What follows belongs to an exercise in optimizing a design on an open flow for small area, a short achievable clock period and few clock cycles; a production flow would make more cautious choices. No run shown here included a check of the RTL's function; only the layout flow was run. Power is estimated from default activity; no workload was simulated.

## flow/design.v (module list and top-level ports; edited modules follow where they fit)
// module multipler_16x16: 14 lines
// module multipler_top: 2142 lines
module multipler_top #(
    parameter integer DATA_LENGTH       = 64,
    parameter integer BLOCK_LENGTH      = 16,
    parameter integer LENGTH            = 16
) (
    input  logic                        clk_i,
    input  logic                        rst_ni,
    input  logic                        start_i,
    output logic                        busy_o,
    output logic                        finish_o,
    input  logic [DATA_LENGTH-1:0]      indata_a_i,
    input  logic [DATA_LENGTH-1:0]      indata_b_i,
    output logic [DATA_LENGTH*2-1:0]    outdata_r_o
);
  // ...
==> flow/flow/run.sh <==
#!/bin/bash
set -euo pipefail
MARGIN=$(cat flow/margin.txt)
{
  echo "include $(pwd)/config.mk"
  echo "export SETUP_SLACK_MARGIN = $MARGIN"
} > margin_config.mk
sed "s#DESIGN_CONFIG=[^ ]*#DESIGN_CONFIG=$(pwd)/margin_config.mk#" standard.sh > standard_margin.sh
bash standard_margin.sh > standard.log 2>&1
==> flow/flow/margin.txt <==
6.5
==> flow/standard.sh <==
#!/bin/bash
# synth_recipe.tcl (not shown) runs the flow's synth.tcl, then flattens the netlist and writes it again
# the make line also repeats each setting of config.mk as NAME=value (left out here)
make -C /OpenROAD-flow-scripts/flow DESIGN_CONFIG=/design/flow/config.mk WORK_HOME=/design/flow/orfs CLKGATE_MAP_FILE= SYNTH_SCRIPT=/design/flow/synth_recipe.tcl "${@:-finish}"
==> flow/config.mk <==
export PLATFORM = sky130hd
export DESIGN_NAME = multipler_top
export DESIGN_NICKNAME = multipler_top
export VERILOG_FILES = /design/flow/design.v
export SDC_FILE = /design/flow/constraint.sdc
export NUM_CORES = 4
export LEC_CHECK = 0
export CAP_MARGIN = 20
export CORE_MARGIN = 2
export CORE_UTILIZATION = 45
export SLEW_MARGIN = 20
==> flow/constraint.sdc <==
create_clock -name core_clock -period 10.0 [get_ports {clk_i}]
set_input_delay 2.0000 -clock core_clock [delete_from_list [all_inputs] [get_ports {clk_i}]]
set_output_delay 2.0000 -clock core_clock [all_outputs]
set_load 0.01 [all_outputs]
==> results.txt, run 1 <==
- The flow ran to the end and the layout has no timing, DRC or antenna violations.
- The count of pins on the block boundary is 261.
- The path with the worst hold slack has its endpoint at b_q[19].
- In the final layout, the registers with the most flip-flops are b_q x69, a_q x64, c_q x64.
- In this run the power spent charging and discharging nets is 6.91 mW.
- The worst hold slack after final layout is 0.440 ns.
- The sequential logic power is 2.23 mW.
- Ranked by total cell area, the synthesized netlist is headed by fa_1 (26%), dfxtp_1 (16%), a22oi_1 (9.6%).
- Global routing consumed, over all layers together, between 30% and 40% of the routing resources.
- The total leakage power is 17.6 nW.
- Global routing used 50.0% of the available met2 tracks.
- The worst pin sits at a relative slew slack of 43.4%.
- The kind of start point of the critical path is a flip-flop.
- The maximum clock skew at final layout is 0.0553 ns.
- The most instantiated flip-flop cell in the synthesis netlist is dfxtp_1.
- The number of instances resized during post-cts repair is ~340.
- Leaving out fill and tap cells, the most frequent cell in the layout is inv_1.
- The highest metal layer carrying signal wires in the routed design is met5.
- In the final layout, clock buffers and inverters account for 3.18% of the cell area.
- The layout contains a multi-input combinational cell count of 2077.
- The depth of the critical timing path with buffers and inverters included is 13.
- The setup slack after placement is ~5.3 ns.
- Summing all multi-input logic gate instances after layout gives 21600 um^2.
- The maximum clock rate is 255 MHz.
- The floorplan die height is 262 um.
- The number of placed instances, taps included is 3944.
- STA classifies the critical path endpoint as a flip-flop.
==> run 2, diff against run 1 <==
--- a/flow/design.v
+++ b/flow/design.v
@@ -28,36 +28,39 @@
 );
 localparam integer K  = 12;
 localparam integer R  = 6;
 localparam integer N  = 6;
 localparam integer NK = 72;
 localparam integer M  = 67;
 localparam integer W  = 79;
 logic st_run, st_cpa, st_fin;
+logic busy_q;
 logic [2:0] cnt_q;
 wire  st_idle = ~(st_run | st_cpa | st_fin);
 wire  first   = (cnt_q == '0);
 logic [63:0]   a_q;       
 logic [NK-1:0] b_q;       
 logic [M-1:0]  s_q;       
 logic [M-1:0]  c_q;       
 logic [K-1:0]  ls_q;      
 logic [K-1:0]  lc_q;      
 logic          cy_q;      
 logic [R-1:0]  one_q;     
 logic [R-1:0]  two_q;     
-logic [R-1:0]  neg_q;     
+logic [R-1:0]  pos_q;     
 always_ff @(posedge clk_i) begin
     if (!rst_ni) begin
         st_run <= 1'b0;
         st_cpa <= 1'b0;
         st_fin <= 1'b0;
+        busy_q <= 1'b0;
         cnt_q  <= '0;
     end else begin
+        busy_q <= (st_idle & start_i) | st_run;
         st_run <= (st_idle & start_i) | (st_run & ~(cnt_q == N-1));
         st_cpa <= st_run & (cnt_q == N-1);
         st_fin <= st_cpa;
         cnt_q  <= st_run ? cnt_q + 1'b1 : '0;
     end
 end
 wire [R-1:0] one_in, two_in, neg_in, one_nx, two_nx, neg_nx;
 assign one_in[0] = (indata_b_i[0] ^ 1'b0); assign two_in[0] = ((indata_b_i[1] & ~indata_b_i[0] & ~1'b0) | (~indata_b_i[1] & indata_b_i[0] & 1'b0)); assign neg_in[0] = indata_b_i[1];
@@ -67,24 +70,25 @@
 assign one_in[2] = (indata_b_i[4] ^ indata_b_i[3]); assign two_in[2] = ((indata_b_i[5] & ~indata_b_i[4] & ~indata_b_i[3]) | (~indata_b_i[5] & indata_b_i[4] & indata_b_i[3])); assign neg_in[2] = indata_b_i[5];
 assign one_nx[2] = (b_q[16] ^ b_q[15]); assign two_nx[2] = ((b_q[17] & ~b_q[16] & ~b_q[15]) | (~b_q[17] & b_q[16] & b_q[15])); assign neg_nx[2] = b_q[17];
 assign one_in[3] = (indata_b_i[6] ^ indata_b_i[5]); assign two_in[3] = ((indata_b_i[7] & ~indata_b_i[6] & ~indata_b_i[5]) | (~indata_b_i[7] & indata_b_i[6] & indata_b_i[5])); assign neg_in[3] = indata_b_i[7];
 assign one_nx[3] = (b_q[18] ^ b_q[17]); assign two_nx[3] = ((b_q[19] & ~b_q[18] & ~b_q[17]) | (~b_q[19] & b_q[18] & b_q[17])); assign neg_nx[3] = b_q[19];
 assign one_in[4] = (indata_b_i[8] ^ indata_b_i[7]); assign two_in[4] = ((indata_b_i[9] & ~indata_b_i[8] & ~indata_b_i[7]) | (~indata_b_i[9] & indata_b_i[8] & indata_b_i[7])); assign neg_in[4] = indata_b_i[9];
 assign one_nx[4] = (b_q[20] ^ b_q[19]); assign two_nx[4] = ((b_q[21] & ~b_q[20] & ~b_q[19]) | (~b_q[21] & b_q[20] & b_q[19])); assign neg_nx[4] = b_q[21];
 assign one_in[5] = (indata_b_i[10] ^ indata_b_i[9]); assign two_in[5] = ((indata_b_i[11] & ~indata_b_i[10] & ~indata_b_i[9]) | (~indata_b_i[11] & indata_b_i[10] & indata_b_i[9])); assign neg_in[5] = indata_b_i[11];
 assign one_nx[5] = (b_q[22] ^ b_q[21]); assign two_nx[5] = ((b_q[23] & ~b_q[22] & ~b_q[21]) | (~b_q[23] & b_q[22] & b_q[21])); assign neg_nx[5] = b_q[23];
+wire [R-1:0] neg = ~pos_q;
 wire [64:0] a_x1 = {1'b0, a_q};
 wire [64:0] a_x2 = {a_q, 1'b0};
-wire [65:0] pp0 = {~neg_q[0], ((a_x1 & {65{one_q[0]}}) | (a_x2 & {65{two_q[0]}})) ^ {65{neg_q[0]}}};
-wire [65:0] pp1 = {~neg_q[1], ((a_x1 & {65{one_q[1]}}) | (a_x2 & {65{two_q[1]}})) ^ {65{neg_q[1]}}};
-wire [65:0] pp2 = {~neg_q[2], ((a_x1 & {65{one_q[2]}}) | (a_x2 & {65{two_q[2]}})) ^ {65{neg_q[2]}}};
-wire [65:0] pp3 = {~neg_q[3], ((a_x1 & {65{one_q[3]}}) | (a_x2 & {65{two_q[3]}})) ^ {65{neg_q[3]}}};
-wire [65:0] pp4 = {~neg_q[4], ((a_x1 & {65{one_q[4]}}) | (a_x2 & {65{two_q[4]}})) ^ {65{neg_q[4]}}};
-wire [65:0] pp5 = {~neg_q[5], ((a_x1 & {65{one_q[5]}}) | (a_x2 & {65{two_q[5]}})) ^ {65{neg_q[5]}}};
+wire [65:0] pp0 = {pos_q[0], ~(((a_x1 & {65{one_q[0]}}) | (a_x2 & {65{two_q[0]}})) ^ {65{pos_q[0]}})};
+wire [65:0] pp1 = {pos_q[1], ~(((a_x1 & {65{one_q[1]}}) | (a_x2 & {65{two_q[1]}})) ^ {65{pos_q[1]}})};
+wire [65:0] pp2 = {pos_q[2], ~(((a_x1 & {65{one_q[2]}}) | (a_x2 & {65{two_q[2]}})) ^ {65{pos_q[2]}})};
+wire [65:0] pp3 = {pos_q[3], ~(((a_x1 & {65{one_q[3]}}) | (a_x2 & {65{two_q[3]}})) ^ {65{pos_q[3]}})};
+wire [65:0] pp4 = {pos_q[4], ~(((a_x1 & {65{one_q[4]}}) | (a_x2 & {65{two_q[4]}})) ^ {65{pos_q[4]}})};
+wire [65:0] pp5 = {pos_q[5], ~(((a_x1 & {65{one_q[5]}}) | (a_x2 & {65{two_q[5]}})) ^ {65{pos_q[5]}})};
 wire [R-1:0] cb;
 assign cb[0] = 1'b1;
 assign cb[1] = (cnt_q <= 3'd4);
 assign cb[2] = (cnt_q <= 3'd4);
 assign cb[3] = (cnt_q <= 3'd4);
 assign cb[4] = (cnt_q <= 3'd4);
 assign cb[5] = (cnt_q <= 3'd4);
 wire [M-1:0] s_g = s_q & {M{~first}};
@@ -103,18 +107,18 @@
 assign fs9 = pp0[9] ^ pp1[7] ^ pp2[5];
 assign fc10 = (pp0[9] & pp1[7]) | (pp0[9] & pp2[5]) | (pp1[7] & pp2[5]);
 assign hs11 = pp3[3] ^ pp4[1];
 assign hc12 = pp3[3] & pp4[1];
 assign fs13 = pp0[10] ^ pp1[8] ^ pp2[6];
 assign fc14 = (pp0[10] & pp1[8]) | (pp0[10] & pp2[6]) | (pp1[8] & pp2[6]);
 assign fs15 = pp3[4] ^ pp4[2] ^ pp5[0];
 assign fc16 = (pp3[4] & pp4[2]) | (pp3[4] & pp5[0]) | (pp4[2] & pp5[0]);
-assign hs17 = neg_q[5] ^ s_g[10];
-assign hc18 = neg_q[5] & s_g[10];
+assign hs17 = neg[5] ^ s_g[10];
+assign hc18 = neg[5] & s_g[10];
 assign fs19 = pp0[11] ^ pp1[9] ^ pp2[7];
 assign fc20 = (pp0[11] & pp1[9]) | (pp0[11] & pp2[7]) | (pp1[9] & pp2[7]);
 assign fs21 = pp3[5] ^ pp4[3] ^ pp5[1];
 assign fc22 = (pp3[5] & pp4[3]) | (pp3[5] & pp5[1]) | (pp4[3] & pp5[1]);
 assign hs23 = s_g[11] ^ c_g[11];
 assign hc24 = s_g[11] & c_g[11];
 assign fs25 = pp0[12] ^ pp1[10] ^ pp2[8];
 assign fc26 = (pp0[12] & pp1[10]) | (pp0[12] & pp2[8]) | (pp1[10] & pp2[8]);
@@ -449,32 +453,32 @@
 assign fs355 = pp1[65] ^ pp2[63] ^ pp3[61];
 assign fc356 = (pp1[65] & pp2[63]) | (pp1[65] & pp3[61]) | (pp2[63] & pp3[61]);
 assign hs357 = pp0[2] ^ pp1[0];
 assign hc358 = pp0[2] & pp1[0];
 assign hs359 = pp0[3] ^ pp1[1];
 assign hc360 = pp0[3] & pp1[1];
 assign fs361 = pp0[4] ^ pp1[2] ^ pp2[0];
 assign fc362 = (pp0[4] & pp1[2]) | (pp0[4] & pp2[0]) | (pp1[2] & pp2[0]);
-assign hs363 = neg_q[2] ^ s_g[4];
-assign hc364 = neg_q[2] & s_g[4];
+assign hs363 = neg[2] ^ s_g[4];
+assign hc364 = neg[2] & s_g[4];
 assign fs365 = pp0[5] ^ pp1[3] ^ pp2[1];
 assign fc366 = (pp0[5] & pp1[3]) | (pp0[5] & pp2[1]) | (pp1[3] & pp2[1]);
 assign hs367 = s_g[5] ^ c_g[5];
 assign hc368 = s_g[5] & c_g[5];
-assign fs369 = pp2[2] ^ pp3[0] ^ neg_q[3];
-assign fc370 = (pp2[2] & pp3[0]) | (pp2[2] & neg_q[3]) | (pp3[0] & neg_q[3]);
+assign fs369 = pp2[2] ^ pp3[0] ^ neg[3];
+assign fc370 = (pp2[2] & pp3[0]) | (pp2[2] & neg[3]) | (pp3[0] & neg[3]);
 assign fs371 = s_g[6] ^ c_g[6] ^ hs1;
 assign fc372 = (s_g[6] & c_g[6]) | (s_g[6] & hs1) | (c_g[6] & hs1);
 assign fs373 = pp2[3] ^ pp3[1] ^ s_g[7];
 assign fc374 = (pp2[3] & pp3[1]) | (pp2[3] & s_g[7]) | (pp3[1] & s_g[7]);
 assign fs375 = c_g[7] ^ hs3 ^ hc2;
 assign fc376 = (c_g[7] & hs3) | (c_g[7] & hc2) | (hs3 & hc2);
-assign fs377 = neg_q[4] ^ s_g[8] ^ c_g[8];
-assign fc378 = (neg_q[4] & s_g[8]) | (neg_q[4] & c_g[8]) | (s_g[8] & c_g[8]);
+assign fs377 = neg[4] ^ s_g[8] ^ c_g[8];
+assign fc378 = (neg[4] & s_g[8]) | (neg[4] & c_g[8]) | (s_g[8] & c_g[8]);
 assign fs379 = fs5 ^ hs7 ^ hc4;
 assign fc380 = (fs5 & hs7) | (fs5 & hc4) | (hs7 & hc4);
 assign fs381 = s_g[9] ^ c_g[9] ^ fs9;
 assign fc382 = (s_g[9] & c_g[9]) | (s_g[9] & fs9) | (c_g[9] & fs9);
 assign fs383 = hs11 ^ fc6 ^ hc8;
 assign fc384 = (hs11 & fc6) | (hs11 & hc8) | (fc6 & hc8);
 assign fs385 = c_g[10] ^ fs13 ^ fs15;
 assign fc386 = (c_g[10] & fs13) | (c_g[10] & fs15) | (fs13 & fs15);
@@ -711,22 +715,22 @@
 assign fs617 = cb[1] ^ pp2[64] ^ pp3[62];
 assign fc618 = (cb[1] & pp2[64]) | (cb[1] & pp3[62]) | (pp2[64] & pp3[62]);
 assign fs619 = pp4[60] ^ pp5[58] ^ fc356;
 assign fc620 = (pp4[60] & pp5[58]) | (pp4[60] & fc356) | (pp5[58] & fc356);
 assign fs621 = pp2[65] ^ pp3[63] ^ pp4[61];
 assign fc622 = (pp2[65] & pp3[63]) | (pp2[65] & pp4[61]) | (pp3[63] & pp4[61]);
 assign hs623 = cb[2] ^ pp3[64];
 assign hc624 = cb[2] & pp3[64];
-assign hs625 = pp0[0] ^ neg_q[0];
-assign hc626 = pp0[0] & neg_q[0];
+assign hs625 = pp0[0] ^ neg[0];
+assign hc626 = pp0[0] & neg[0];
 assign hs627 = pp0[1] ^ s_g[1];
 assign hc628 = pp0[1] & s_g[1];
-assign fs629 = neg_q[1] ^ s_g[2] ^ c_g[2];
-assign fc630 = (neg_q[1] & s_g[2]) | (neg_q[1] & c_g[2]) | (s_g[2] & c_g[2]);
+assign fs629 = neg[1] ^ s_g[2] ^ c_g[2];
+assign fc630 = (neg[1] & s_g[2]) | (neg[1] & c_g[2]) | (s_g[2] & c_g[2]);
 assign fs631 = s_g[3] ^ c_g[3] ^ hs359;
 assign fc632 = (s_g[3] & c_g[3]) | (s_g[3] & hs359) | (c_g[3] & hs359);
 assign fs633 = c_g[4] ^ fs361 ^ hs363;
 assign fc634 = (c_g[4] & fs361) | (c_g[4] & hs363) | (fs361 & hs363);
 assign fs635 = fs365 ^ hs367 ^ fc362;
 assign fc636 = (fs365 & hs367) | (fs365 & fc362) | (hs367 & fc362);
 assign fs637 = fs369 ^ fs371 ^ fc366;
 assign fc638 = (fs369 & fs371) | (fs369 & fc366) | (fs371 & fc366);
@@ -1165,18 +1169,18 @@
 assign csa_s[75] = pp5[65];
 assign csa_c[75] = hc920;
 assign csa_s[76] = cb[5];
 assign csa_c[76] = 1'b0;
 assign csa_s[77] = 1'b0;
 assign csa_c[77] = 1'b0;
 assign csa_s[78] = 1'b0;
 assign csa_c[78] = 1'b0;
-wire [K:0]  low_sum = {1'b0, ls_q} + {1'b0, lc_q} + {{K{1'b0}}, cy_q};
 wire [67:0] full_sum;
+wire low_cy;
 wire [67:0] pa_p0, pa_g0;
 assign pa_p0 = {s_q[55:0], ls_q} ^ {c_q[55:0], lc_q};
 assign pa_g0 = {s_q[55:0], ls_q} & {c_q[55:0], lc_q};
 wire [67:0] pa_G_0, pa_P_0;
 assign pa_G_0 = {pa_g0[67:1], pa_g0[0] | (pa_p0[0] & cy_q)};
 assign pa_P_0 = pa_p0;
 wire [67:0] pa_G_1, pa_P_1;
 assign pa_G_1[0] = pa_G_0[0];
@@ -2133,24 +2137,25 @@
 assign pa_P_7[64] = pa_P_6[64] & pa_P_6[63];
 assign pa_G_7[65] = pa_G_6[65] | (pa_P_6[65] & pa_G_6[63]);
 assign pa_P_7[65] = pa_P_6[65] & pa_P_6[63];
 assign pa_G_7[66] = pa_G_6[66] | (pa_P_6[66] & pa_G_6[63]);
 assign pa_P_7[66] = pa_P_6[66] & pa_P_6[63];
 assign pa_G_7[67] = pa_G_6[67] | (pa_P_6[67] & pa_G_6[63]);
 assign pa_P_7[67] = pa_P_6[67] & pa_P_6[63];
 assign full_sum = pa_p0 ^ {pa_G_7[66:0], cy_q};
+assign low_cy = pa_G_7[11];
 always_ff @(posedge clk_i) begin
     a_q   <= st_idle ? indata_a_i : a_q;
-    b_q   <= st_idle ? {{(NK-64){1'b0}}, indata_b_i} : {low_sum[K-1:0], b_q[NK-1:K]};
+    b_q   <= st_idle ? {{(NK-64){1'b0}}, indata_b_i} : {full_sum[K-1:0], b_q[NK-1:K]};
     one_q <= st_idle ? one_in : one_nx;
     two_q <= st_idle ? two_in : two_nx;
-    neg_q <= st_idle ? neg_in : neg_nx;
+    pos_q <= st_idle ? ~neg_in : ~neg_nx;
     s_q   <= st_cpa ? {{(M-56){1'b0}}, full_sum[67:K]} : csa_s[W-1:K];
     c_q   <= csa_c[W-1:K];
     ls_q  <= csa_s[K-1:0];
     lc_q  <= csa_c[K-1:0];
-    cy_q  <= st_run & ~first & low_sum[K];
+    cy_q  <= st_run & ~first & low_cy;
 end
-assign busy_o      = st_run | st_cpa;
+assign busy_o      = busy_q;
 assign finish_o    = st_fin;
 assign outdata_r_o = {s_q[55:0], b_q};
 endmodule
==> flow/flow/run.sh (replaced) <==
#!/bin/bash
set -euo pipefail
{
  echo "include $(pwd)/config.mk"
  cat flow/extra.mk
} > extra_config.mk
sed "s#DESIGN_CONFIG=[^ ]*#DESIGN_CONFIG=$(pwd)/extra_config.mk#" standard.sh > standard_extra.sh
bash standard_extra.sh > standard.log 2>&1
==> flow/flow/extra.mk (new file) <==
export SETUP_SLACK_MARGIN = 6.5
export BUFFER_PORTS_ARGS = -buffer_cell sky130_fd_sc_hd__buf_1
removed: flow/flow/margin.txt
==> run 2 against run 1 <==
Sequential share of layout area up 1.2 points. Non-clock buffer count down 37. Clock-buffer cell count up 3. Critical path depth down 2. Sequential power up 2%. Global-route usage down 1.9 points. Clock power up 13%. Die area up 1.2%. Routed wire length down 6.5%.
==> results.txt, run 2 <==
- The flow ran to the end and the layout has no timing, DRC or antenna violations.
- The overall track demand over capacity in global routing is 30.2% (-1.9 points).
- The clock reaches the later pin of the worst-skew pair after 0.60 ns.
- The number of placed instances, taps included is 3998 (+1.4%).
- The kind of start point of the critical path is a flip-flop.
- The post-route antenna net violation count is 0.
- The highest ir drop seen on vdd is 0.000266 V.
- The worst setup path is captured at a flip-flop.
- The average instance area after synthesis is 9.70 um^2.
- In this run the critical register-to-register path is launched from one_q[3].
- At the pin with the least slew margin, the transition time is 1.10 ns.
- The register clock-pin slew on the reported worst setup and hold paths is 0.06 ns.
- Of the post-synthesis cell area, the dominant cell type holds between 20% and 30%.
- The number of buffers inserted by port buffering is 260.
- Max-cap violations in this run came to 0.
- Once the floorplan was initialized, standard cells occupied 45.3% of the core.
- The post-synthesis net count is 3794.
- The DRC marker count from the first detailed-route iteration is around 2700.
- The H-tree was split into 2 levels.
- The slowest stage of the critical path is the fa_1 cell.
- The pre-antenna-repair detailed-routing pass consisted of 6 iterations.
- Once routing completed, OpenROAD measured the worst setup slack at 6.17 ns.
- Walking the worst path, the cells encountered are buf_12 -> a22oi_2 -> xor2_1 -> fa_1 -> inv_1 -> fa_1 -> fa_1 -> inv_1 -> fa_1 -> a211o_1 -> or3b_1.
- The area of the core region is 67000 um^2.
- The final-stage net count is 4070.
- The maximum fanout along the worst path is 16.
- The die width is ~260 um.
- The floorplan die height is 264 um (+0.61%).
- The HPWL after detailed placement is 67300 um.
- The total power divided by cell area is 398 nW/um^2.
- The number of antenna violations at the first check in global routing is 7.
- The count of final setup violators is 0.
- TritonCTS built the clock tree.
- The longest clock path from root to sink contains 3 buffers.
- The most instantiated flip-flop cell in the synthesis netlist is dfxtp_1.
- Counting flops with an async set or reset pin after synthesis yields a share of 0%.
- For this run, the number of Yosys warnings is 1.
- Leaving out fill and tap cells, the most frequent cell in the layout is inv_1.
- The number of buffers created by CTS is 41.
- fa_1 takes more of the synthesized area than any other cell.
- The cell area that synthesis handed to floorplanning was 30400 um^2.
- The commonest cells after synthesis are inv_1 (421), fa_1 (391), a22oi_1 (382).
- Setup repair after global routing could not meet its margin everywhere.
- Routability-driven placement finished with a final weighted congestion of 0.935.
- The top cell types in the final layout, fill and taps aside, are inv_1 (391), fa_1 (336), xnor2_1 (310), buf_1 (260), a22oi_1 (257).
- The via count of the first global-routing pass is 25500.
- After synthesis, the cell types taking the most area are fa_1 (26%), dfxtp_1 (17%), xnor2_1 (10%).
- The synthesized design contains 64 enable-type register cells.
- The signed area change from the synthesized netlist to the final layout is 23.2%.
- The cell occurring most often along the worst timing path is fa_1.
- The register with the most flip-flops in the final layout is b_q.
- The number of clock sinks seen by CTS is 315.
- The time the worst path needs with I/O delays and setup is 3.83 ns.
- The portion of the post-synthesis area used by sequential elements is 22.9%.
- The maximum clock skew at final layout is 0.0352 ns (-0.0201 ns).
- The count of vias placed by the detailed router is 25100.
- The number of flip-flops in the largest register is 72.
- The residual overflow from global routing is 0.
- After detailed routing, the number of remaining DRC violations is 0.
- The clock root buffer is clkbuf_16.
- The maximum clock rate is 261 MHz (+2.2%).
- The portion of the clock cycle consumed by the worst path in the final layout is roughly two fifths.
- After routing, the total negative slack on setup checks comes to 0 ns.
- The required time of the critical path is 10.46 ns.
- The total leakage power was 16.1 nW (-8.4%).
- In this run the most critical hold path is launched from b_q[53].
- The setup slack after placement was 5.46 ns (+0.118 ns).
- Dividing the detail-routed via count by the number of cells gives 5.82.
- Tracing the worst setup path back leads to its startpoint at one_q[3].
- The total die area is 69600 um^2.
- After synthesis the netlist holds a flip-flop and latch count of about 320.
- The count of placed standard cells in the final layout, fillers left out is 4317.
- The max-slew violation count is 0.
- The path class of the tightest hold or removal check is reg2reg.
- The number of endpoints with negative hold slack in the final report is 0.
- The count of pins on the block boundary was 261 (unchanged).
- The worst slew margin relative to its limit is 26.0% (-17 points).
- The largest single stage delay on the critical path is around 0.55 ns.
- The cell with the most instances after synthesis is inv_1.
- The largest registers in the layout are b_q x72, a_q x64, c_q x64.
- The start-to-end type of the worst setup path is reg2reg.
- At the worst endpoint, the arrival time is 4.29 ns.
- After floorplanning, the core was divided into 95 placement rows.
- The first global-routing pass estimated about 160000 um of wire.
- The average detailed-routed wire length per instance is 25.9 um.
- The maximum number of pins on one net before global-route repair is roughly 100.
- The final routed wirelength across all metal layers is 112000 um.
- In the synthesized netlist, the number of instances is 3131.
- Power comes to roughly 15 mW.
- The fraction of layout instances using a drive strength above 1 is 19.9%.
- The post-synthesis cell type count is 79.
run 2: changes by cell type in the layout (fill, tap and decap cells not counted), moves of 11 or more:
cell / previous run / this run
buf_1: 0 / 260
fa_1: 349 / 336
buf_16: 41 / 22
buf_12: 70 / 50
xnor2_1: 166 / 310
xor2_2: 14 / 3
fa_2: 39 / 55
xnor2_2: 15 / 36
dlygate4sd2_1: 114 / 0
xor2_1: 255 / 88
dfxtp_1: 195 / 229
buf_4: 127 / 139
clkdlybuf4s50_1: 140 / 0
dfxtp_2: 28 / 2
run 2: path summary, 6_finish.rpt:
path / end / slack, ns / cells past startpoint
worst max-delay path: outdata_r_o[99] / 6.17 / 11
worst min-delay path: b_q[41] / 0.44 / 2
worst max register to register: outdata_r_o[99] / 6.17 / 11
worst min register to register: b_q[41] / 0.44 / 2
run 2: layout make-up:
type	count	area (um^2)
inverters	426	1630
repair buffers	517	4420
well taps	873	1090
repair inverters	2	17.5
fillers	5766	29600
diodes	5	12.5
clock buffers	52	1190
flip-flops and latches	315	7020
clock inverters	23	244
multi-input cells	2104	21800
run 2: power by group:
group | leakage [nW] | switching (mW) | internal (mW) | total (mW)
clock network | 0.716 | 0.638 | 0.951 | 1.59
logic | 12.6 | 6.10 | 4.94 | 11.0
registers | 2.77 | 0.385 | 1.89 | 2.28
total | 16.1 | 7.12 | 7.79 | 14.9
run 2: critical path, delay by kind of cell, from the launching register on:
| kind | cells | cell delay (ns) |
|---|---|---|
| simple gates | 1 | 0.36 |
| buf+inv | 3 | 0.32 |
| xor+xnor | 1 | 0.17 |
| compound gates | 2 | 0.39 |
| flops | 1 | 0.43 |
| fa+ha+maj | 4 | 2.02 |
run 2: per-layer routing:
metal / GRT usage, % / vias to the layer above / share of wire, %
met4: 16.1 / 4 / 7.0
met5: 0 / - / 0.020
met2: 48.6 / 1472 / 45
li1: - / 10700 / -
met3: 6.32 / 475 / 10
met1: 38.4 / 12500 / 37
run 2: repair_timing:
| item | 4_1_cts | 5_1_grt |
|---|---|---|
| hold buffers | 0 | 0 |
| endpoints found under the setup margin | 125 | 59 |
| gates resized for setup | 162 | 267 |
| cloned | 28 | 13 |
| buffers inserted | 120 | 78 |
| pin swaps | 48 | 150 |
run 2: cells by family (layout without fill, tap and decap cells):
kind of cell / after synthesis / count (layout) / share of synthesized area [%]
flops: 315 / 315 / 22.9
compound gates: 560 / 560 / 13.6
mux: 33 / 33 / 1.20
other cells: 0 / 5 / 0
buf+inv: 716 / 1020 / 9.54
xor+xnor: 437 / 437 / 12.6
fa+ha+maj: 532 / 532 / 31.6
simple gates: 538 / 542 / 8.59
run 2: per-stage QoR:
stage | hold slack [ns] | util, % | cell area (um^2)
2_1_floorplan | 0.433 | - | 30500
3_3_place_gp | 0.428 | 46.8 | 31400
3_5_place_dp | 0.434 | 46.8 | 31400
4_1_cts | 0.442 | 52.8 | 35400
5_1_grt | 0.459 | 55.8 | 37400
6_report | 0.441 | 55.8 | 37400

separate check: timing with driven ports:
The flow's constraints put no driver on any port. The routed layouts listed below were extracted and timed again, unchanged, in two steps.
Step 1, drivers: a clkbuf_16 drives clk_i and a buf_2 each remaining input, both assumed.
Step 2 times the ports against the registers' clock, not the clock port: input delays grow and output delays shrink by t, the midpoint of the rising clock arrivals with the driver on.
Three values: no drivers, after step 1, after step 2; two values: the first two.
run	t (ns)	setup WS [ns]	hold WS [ns]
run 1	0.651	6.083 / 6.083 / 6.083	0.440 / 0.440 / 0.440
run 2	0.645	6.168 / 6.168 / 6.168	0.441 / 0.441 / 0.441
After both steps setup and hold are still met in every run listed.
